Context: an optimization exercise on an open-source flow, tuned for small area. The choices shown serve that exercise and are no tape-out recipe.
Where RTL was checked, it was by simulation tests only, not by an equivalence proof against the original.

==> 03-06: inputs <==
==> flow/design.v (excerpt) <==
module npu (
    input  logic        clk,
    input  logic        rst_ni,
    input  logic        ena,
    input  logic        wea,
    input  logic [15:0] addra,
    input  logic [31:0] dina,
    output logic [31:0] douta
);
Settings: LEC_CHECK=0, CAP_MARGIN=20, CORE_MARGIN=2, CORE_UTILIZATION=60, CTS_BUF_LIST=sky130_fd_sc_hd__clkbuf_8, CTS_CLUSTER_DIAMETER=80, CTS_CLUSTER_SIZE=16, GPL_TIMING_DRIVEN=0, PLACE_DENSITY=0.75, SLEW_MARGIN=20, SYNTH_HIERARCHICAL=1; clock period 12.0 ns.
standard.sh (not shown) runs the stock make flow with config.mk's settings and CLKGATE_MAP_FILE= SYNTH_SCRIPT=/design/flow/synth_recipe.tcl, a recipe that flattens the netlist after the stock synthesis.
==> flow/flow/run.sh <==
#!/bin/bash
# The standard ORFS layout (standard.sh), with different buffering:
#  - each port gets a sky130_fd_sc_hd__buf_1 buffer instead of buffer_ports' default cell;
#  - the constant-1 inputs of the adder cells share one tie cell per module (no tie fanout repair).
# repair_design, CTS and repair_timing run as in the standard flow.
set -euo pipefail
cp config.mk flow_config.mk
cat >> flow_config.mk <<'CFG'
export BUFFER_PORTS_ARGS = -buffer_cell sky130_fd_sc_hd__buf_1
export REMOVE_ABC_BUFFERS = 1
export SKIP_REPAIR_TIE_FANOUT = 1
CFG
sed "s#DESIGN_CONFIG=[^ ]*#DESIGN_CONFIG=$PWD/flow_config.mk#" standard.sh > flow_standard.sh
bash flow_standard.sh > flow_standard.log 2>&1
==> inputs of 03-22, as changes to 03-06 <==
--- a/flow/design.v
+++ b/flow/design.v
@@ -1,2 +1,126 @@
+module fc_lane (
+    input  logic [23:0] acc,
+    input  logic        en,
+    input  logic [7:0]  an,
+    input  logic [7:0]  bn,
+    output logic [23:0] acc_next,
+    output logic [27:0] rw
+);
+  wire [23:0] acc_en = acc & {24{en}};
+  wire [63:0] p;
+  pp8 u_pp (.un(bn), .vn(an), .p(p));
+  wire l_c2, l_s3, l_c4, l_c6, l_s7, l_c8, l_s9, l_c10, l_c12, l_s13, l_c14, l_s15;
+  wire l_c16, l_s17, l_c18, l_c20, l_s21, l_c22, l_s23, l_c24, l_s25, l_c26, l_s27, l_c28;
+  wire l_c30, l_s31, l_c32, l_s33, l_c34, l_s35, l_c36, l_s37, l_c38, l_s39, l_c40, l_s43;
+  wire l_c44, l_s45, l_c46, l_s47, l_c48, l_s49, l_c50, l_s51, l_c52, l_s53, l_c54, l_c56;
+  wire l_s57, l_c58, l_s59, l_c60, l_s61, l_c62, l_s63, l_c64, l_s65, l_c66, l_s67, l_c68;
+  wire l_s71, l_c72, l_s73, l_c74, l_s75, l_c76, l_s77, l_c78, l_s79, l_c80, l_s83, l_c84;
+  wire l_s85, l_c86, l_s87, l_c88, l_s89, l_c90, l_s93, l_c94, l_s95, l_c96, l_s97, l_c98;
+  wire l_s101, l_c102, l_s103, l_c104, l_s107, l_c108, l_c112, l_c114, l_c116, l_c118, l_c120, l_c122;
+  wire l_s123, l_c124, l_s125, l_c126, l_s127, l_c128, l_s129, l_c130, l_c132, l_c134, l_c136, l_c138;
+  wire l_c140, l_c142, l_c144, l_c146, l_c148, l_c150, l_c152, l_c154, l_c156, l_c158, l_c160, l_c162;
+  wire l_c164, l_c166, l_c168, l_c170, l_c172, l_c174, l_c176;
+  fa u_l_s1 (.a(acc_en[1]), .b(p[1]), .c(p[8]), .s(rw[2]), .co(l_c2));
+  fa u_l_s3 (.a(acc_en[2]), .b(p[2]), .c(p[9]), .s(l_s3), .co(l_c4));
+  fa u_l_s5 (.a(p[16]), .b(l_c2), .c(l_s3), .s(rw[3]), .co(l_c6));
+  fa u_l_s7 (.a(acc_en[3]), .b(p[3]), .c(p[10]), .s(l_s7), .co(l_c8));
+  fa u_l_s9 (.a(p[17]), .b(p[24]), .c(l_c4), .s(l_s9), .co(l_c10));
+  fa u_l_s11 (.a(l_s7), .b(l_c6), .c(l_s9), .s(rw[4]), .co(l_c12));
+  fa u_l_s13 (.a(acc_en[4]), .b(p[4]), .c(p[11]), .s(l_s13), .co(l_c14));
+  fa u_l_s15 (.a(p[18]), .b(p[25]), .c(p[32]), .s(l_s15), .co(l_c16));
+  fa u_l_s17 (.a(l_c8), .b(l_s13), .c(l_s15), .s(l_s17), .co(l_c18));
+  fa u_l_s19 (.a(l_c10), .b(l_s17), .c(l_c12), .s(rw[5]), .co(l_c20));
+  fa u_l_s21 (.a(acc_en[5]), .b(p[5]), .c(p[12]), .s(l_s21), .co(l_c22));
+  fa u_l_s23 (.a(p[19]), .b(p[26]), .c(p[33]), .s(l_s23), .co(l_c24));
+  fa u_l_s25 (.a(p[40]), .b(l_c14), .c(l_c16), .s(l_s25), .co(l_c26));
+  fa u_l_s27 (.a(l_s21), .b(l_s23), .c(l_c18), .s(l_s27), .co(l_c28));
+  fa u_l_s29 (.a(l_s25), .b(l_s27), .c(l_c20), .s(rw[6]), .co(l_c30));
+  fa u_l_s31 (.a(acc_en[6]), .b(p[6]), .c(p[13]), .s(l_s31), .co(l_c32));
+  fa u_l_s33 (.a(p[20]), .b(p[27]), .c(p[34]), .s(l_s33), .co(l_c34));
+  fa u_l_s35 (.a(p[41]), .b(p[48]), .c(l_c22), .s(l_s35), .co(l_c36));
+  fa u_l_s37 (.a(l_c24), .b(l_s31), .c(l_s33), .s(l_s37), .co(l_c38));
+  fa u_l_s39 (.a(l_c26), .b(l_s35), .c(l_s37), .s(l_s39), .co(l_c40));
+  fa u_l_s41 (.a(l_c28), .b(l_s39), .c(l_c30), .s(rw[7]), .co(rw[8]));
+  xnor_cell u_l_s43 (.a(acc_en[7]), .b(p[7]), .y(l_s43));
+  or_cell u_l_c44 (.a(acc_en[7]), .b(p[7]), .y(l_c44));
+  fa u_l_s45 (.a(p[14]), .b(p[21]), .c(p[28]), .s(l_s45), .co(l_c46));
+  fa u_l_s47 (.a(p[35]), .b(p[42]), .c(p[49]), .s(l_s47), .co(l_c48));
+  fa u_l_s49 (.a(p[56]), .b(l_s43), .c(l_c32), .s(l_s49), .co(l_c50));
+  fa u_l_s51 (.a(l_c34), .b(l_s45), .c(l_s47), .s(l_s51), .co(l_c52));
+  fa u_l_s53 (.a(l_c36), .b(l_c38), .c(l_s49), .s(l_s53), .co(l_c54));
+  fa u_l_s55 (.a(l_s51), .b(l_c40), .c(l_s53), .s(rw[9]), .co(l_c56));
+  fa u_l_s57 (.a(acc_en[8]), .b(p[15]), .c(p[22]), .s(l_s57), .co(l_c58));
+  fa u_l_s59 (.a(p[29]), .b(p[36]), .c(p[43]), .s(l_s59), .co(l_c60));
+  fa u_l_s61 (.a(p[50]), .b(p[57]), .c(l_c44), .s(l_s61), .co(l_c62));
+  fa u_l_s63 (.a(l_c46), .b(l_c48), .c(l_s57), .s(l_s63), .co(l_c64));
+  fa u_l_s65 (.a(l_s59), .b(l_s61), .c(l_c50), .s(l_s65), .co(l_c66));
+  fa u_l_s67 (.a(l_c52), .b(l_s63), .c(l_s65), .s(l_s67), .co(l_c68));
+  fa u_l_s69 (.a(l_c54), .b(l_c56), .c(l_s67), .s(rw[10]), .co(rw[11]));
+  fa u_l_s71 (.a(acc_en[9]), .b(p[23]), .c(p[30]), .s(l_s71), .co(l_c72));
+  fa u_l_s73 (.a(p[37]), .b(p[44]), .c(p[51]), .s(l_s73), .co(l_c74));
+  fa u_l_s75 (.a(p[58]), .b(l_c58), .c(l_c60), .s(l_s75), .co(l_c76));
+  fa u_l_s77 (.a(l_s71), .b(l_s73), .c(l_c62), .s(l_s77), .co(l_c78));
+  fa u_l_s79 (.a(l_c64), .b(l_s75), .c(l_s77), .s(l_s79), .co(l_c80));
+  fa u_l_s81 (.a(l_c66), .b(l_s79), .c(l_c68), .s(rw[12]), .co(rw[13]));
+  fa u_l_s83 (.a(acc_en[10]), .b(p[31]), .c(p[38]), .s(l_s83), .co(l_c84));
+  fa u_l_s85 (.a(p[45]), .b(p[52]), .c(p[59]), .s(l_s85), .co(l_c86));
+  fa u_l_s87 (.a(l_c72), .b(l_c74), .c(l_s83), .s(l_s87), .co(l_c88));
+  fa u_l_s89 (.a(l_s85), .b(l_c76), .c(l_s87), .s(l_s89), .co(l_c90));
+  fa u_l_s91 (.a(l_c78), .b(l_s89), .c(l_c80), .s(rw[14]), .co(rw[15]));
+  fa u_l_s93 (.a(acc_en[11]), .b(p[39]), .c(p[46]), .s(l_s93), .co(l_c94));
+  fa u_l_s95 (.a(p[53]), .b(p[60]), .c(l_c84), .s(l_s95), .co(l_c96));
+  fa u_l_s97 (.a(l_c86), .b(l_s93), .c(l_c88), .s(l_s97), .co(l_c98));
+  fa u_l_s99 (.a(l_s95), .b(l_c90), .c(l_s97), .s(rw[16]), .co(rw[17]));
+  fa u_l_s101 (.a(acc_en[12]), .b(p[47]), .c(p[54]), .s(l_s101), .co(l_c102));
+  fa u_l_s103 (.a(p[61]), .b(l_c94), .c(l_s101), .s(l_s103), .co(l_c104));
+  fa u_l_s105 (.a(l_c96), .b(l_s103), .c(l_c98), .s(rw[18]), .co(rw[19]));
+  fa u_l_s107 (.a(acc_en[13]), .b(p[55]), .c(p[62]), .s(l_s107), .co(l_c108));
+  fa u_l_s109 (.a(l_c102), .b(l_s107), .c(l_c104), .s(rw[20]), .co(rw[21]));
+  fa u_l_s111 (.a(acc_en[14]), .b(p[63]), .c(l_c108), .s(rw[22]), .co(l_c112));
+  xnor_cell u_l_s113 (.a(acc_en[15]), .b(l_c112), .y(rw[23]));
+  or_cell u_l_c114 (.a(acc_en[15]), .b(l_c112), .y(l_c114));
+  xnor_cell u_l_s115 (.a(acc_en[16]), .b(l_c114), .y(rw[24]));
+  or_cell u_l_c116 (.a(acc_en[16]), .b(l_c114), .y(l_c116));
+  xnor_cell u_l_s117 (.a(acc_en[17]), .b(l_c116), .y(rw[25]));
+  or_cell u_l_c118 (.a(acc_en[17]), .b(l_c116), .y(l_c118));
+  xnor_cell u_l_s119 (.a(acc_en[18]), .b(l_c118), .y(rw[26]));
+  or_cell u_l_c120 (.a(acc_en[18]), .b(l_c118), .y(l_c120));
+  xnor_cell u_l_s121 (.a(acc_en[19]), .b(l_c120), .y(rw[27]));
+  or_cell u_l_c122 (.a(acc_en[19]), .b(l_c120), .y(l_c122));
+  xnor_cell u_l_s123 (.a(acc_en[20]), .b(l_c122), .y(l_s123));
+  or_cell u_l_c124 (.a(acc_en[20]), .b(l_c122), .y(l_c124));
+  xnor_cell u_l_s125 (.a(acc_en[21]), .b(l_c124), .y(l_s125));
+  or_cell u_l_c126 (.a(acc_en[21]), .b(l_c124), .y(l_c126));
+  xnor_cell u_l_s127 (.a(acc_en[22]), .b(l_c126), .y(l_s127));
+  or_cell u_l_c128 (.a(acc_en[22]), .b(l_c126), .y(l_c128));
+  xnor_cell u_l_s129 (.a(acc_en[23]), .b(l_c128), .y(l_s129));
+  or_cell u_l_c130 (.a(acc_en[23]), .b(l_c128), .y(l_c130));
+  ha u_l_s131 (.a(acc_en[0]), .b(p[0]), .s(acc_next[0]), .co(l_c132));
+  ha u_l_s133 (.a(rw[2]), .b(l_c132), .s(acc_next[1]), .co(l_c134));
+  ha u_l_s135 (.a(rw[3]), .b(l_c134), .s(acc_next[2]), .co(l_c136));
+  ha u_l_s137 (.a(rw[4]), .b(l_c136), .s(acc_next[3]), .co(l_c138));
+  ha u_l_s139 (.a(rw[5]), .b(l_c138), .s(acc_next[4]), .co(l_c140));
+  ha u_l_s141 (.a(rw[6]), .b(l_c140), .s(acc_next[5]), .co(l_c142));
+  ha u_l_s143 (.a(rw[7]), .b(l_c142), .s(acc_next[6]), .co(l_c144));
+  fa u_l_s145 (.a(rw[8]), .b(rw[9]), .c(l_c144), .s(acc_next[7]), .co(l_c146));
+  ha u_l_s147 (.a(rw[10]), .b(l_c146), .s(acc_next[8]), .co(l_c148));
+  fa u_l_s149 (.a(rw[11]), .b(rw[12]), .c(l_c148), .s(acc_next[9]), .co(l_c150));
+  fa u_l_s151 (.a(rw[13]), .b(rw[14]), .c(l_c150), .s(acc_next[10]), .co(l_c152));
+  fa u_l_s153 (.a(rw[15]), .b(rw[16]), .c(l_c152), .s(acc_next[11]), .co(l_c154));
+  fa u_l_s155 (.a(rw[17]), .b(rw[18]), .c(l_c154), .s(acc_next[12]), .co(l_c156));
+  fa u_l_s157 (.a(rw[19]), .b(rw[20]), .c(l_c156), .s(acc_next[13]), .co(l_c158));
+  fa u_l_s159 (.a(rw[21]), .b(rw[22]), .c(l_c158), .s(acc_next[14]), .co(l_c160));
+  ha u_l_s161 (.a(rw[23]), .b(l_c160), .s(acc_next[15]), .co(l_c162));
+  ha u_l_s163 (.a(rw[24]), .b(l_c162), .s(acc_next[16]), .co(l_c164));
+  ha u_l_s165 (.a(rw[25]), .b(l_c164), .s(acc_next[17]), .co(l_c166));
+  ha u_l_s167 (.a(rw[26]), .b(l_c166), .s(acc_next[18]), .co(l_c168));
+  ha u_l_s169 (.a(rw[27]), .b(l_c168), .s(acc_next[19]), .co(l_c170));
+  ha u_l_s171 (.a(l_s123), .b(l_c170), .s(acc_next[20]), .co(l_c172));
+  ha u_l_s173 (.a(l_s125), .b(l_c172), .s(acc_next[21]), .co(l_c174));
+  ha u_l_s175 (.a(l_s127), .b(l_c174), .s(acc_next[22]), .co(l_c176));
+  assign acc_next[23] = l_s129 ^ l_c176;
+  assign rw[0] = acc_en[0];
+  assign rw[1] = p[0];
+endmodule
 module fc_lane_x (
     input  logic [23:0] acc,
==> flow_metrics.tcl <==
set metrics [dict create \
    dp_hpwl_mm 53.2 \
    yosys.area.top_type "fa_1" \
    nWellTaps 585 \
    seqPwrFrac 0.638 \
    start_kind "flop" \
    critPathArrivalTime_ns 12.11 \
    synth-xor-area-share 0.0129 \
    status "timing/DRC/antenna clean" \
]
That was 03-06.
==> flow_metrics.tcl <==
set metrics [dict create \
    synth-xor-area-share 0.0129 \
    seq_cell_power_mw 1.40 \
    maxCapViolCount 0 \
    period_needed_ns 11.56 \
    status "timing/DRC/antenna clean" \
    start_kind "flop" \
    nWellTaps 585 \
    yosys.area.top_type "fa_1" \
    critPathArrivalTime_ns 12.11 \
    dp_hpwl_mm 53.2 \
    seqPwrFrac 0.638 \
]
That was 03-22.
For 03-22, only the layout was checked, not whether the RTL still works.

[static timing again, ports no longer ideal]
No port has a modelled driver above. Below, the same layouts with a new extraction and two added sets of constraints. Step 1, drivers: a clkbuf_16 drives clk and a buf_2 each remaining input, both assumed. Step 2 times the ports against the registers' clock, not the clock port: input delays grow and output delays shrink by t, the midpoint of the rising clock arrivals with the driver on. Slacks: ideal ports / drivers / drivers and shift; pairs: ideal ports / drivers.
| run | shift t [ns] | setup WS [ns] | clock arrival spread, ns | slew at the worst register clock pin (ns) |
|---|---|---|---|---|
| 03-06 | 0.697 | 0.444 / 0.444 / 0.444 | 0.035 / 0.035 | 0.12 / 0.12 |
| 03-22 | 0.697 | 0.444 / 0.444 / 0.444 | 0.035 / 0.035 | 0.12 / 0.12 |
After both steps setup and hold are still met in every run listed.
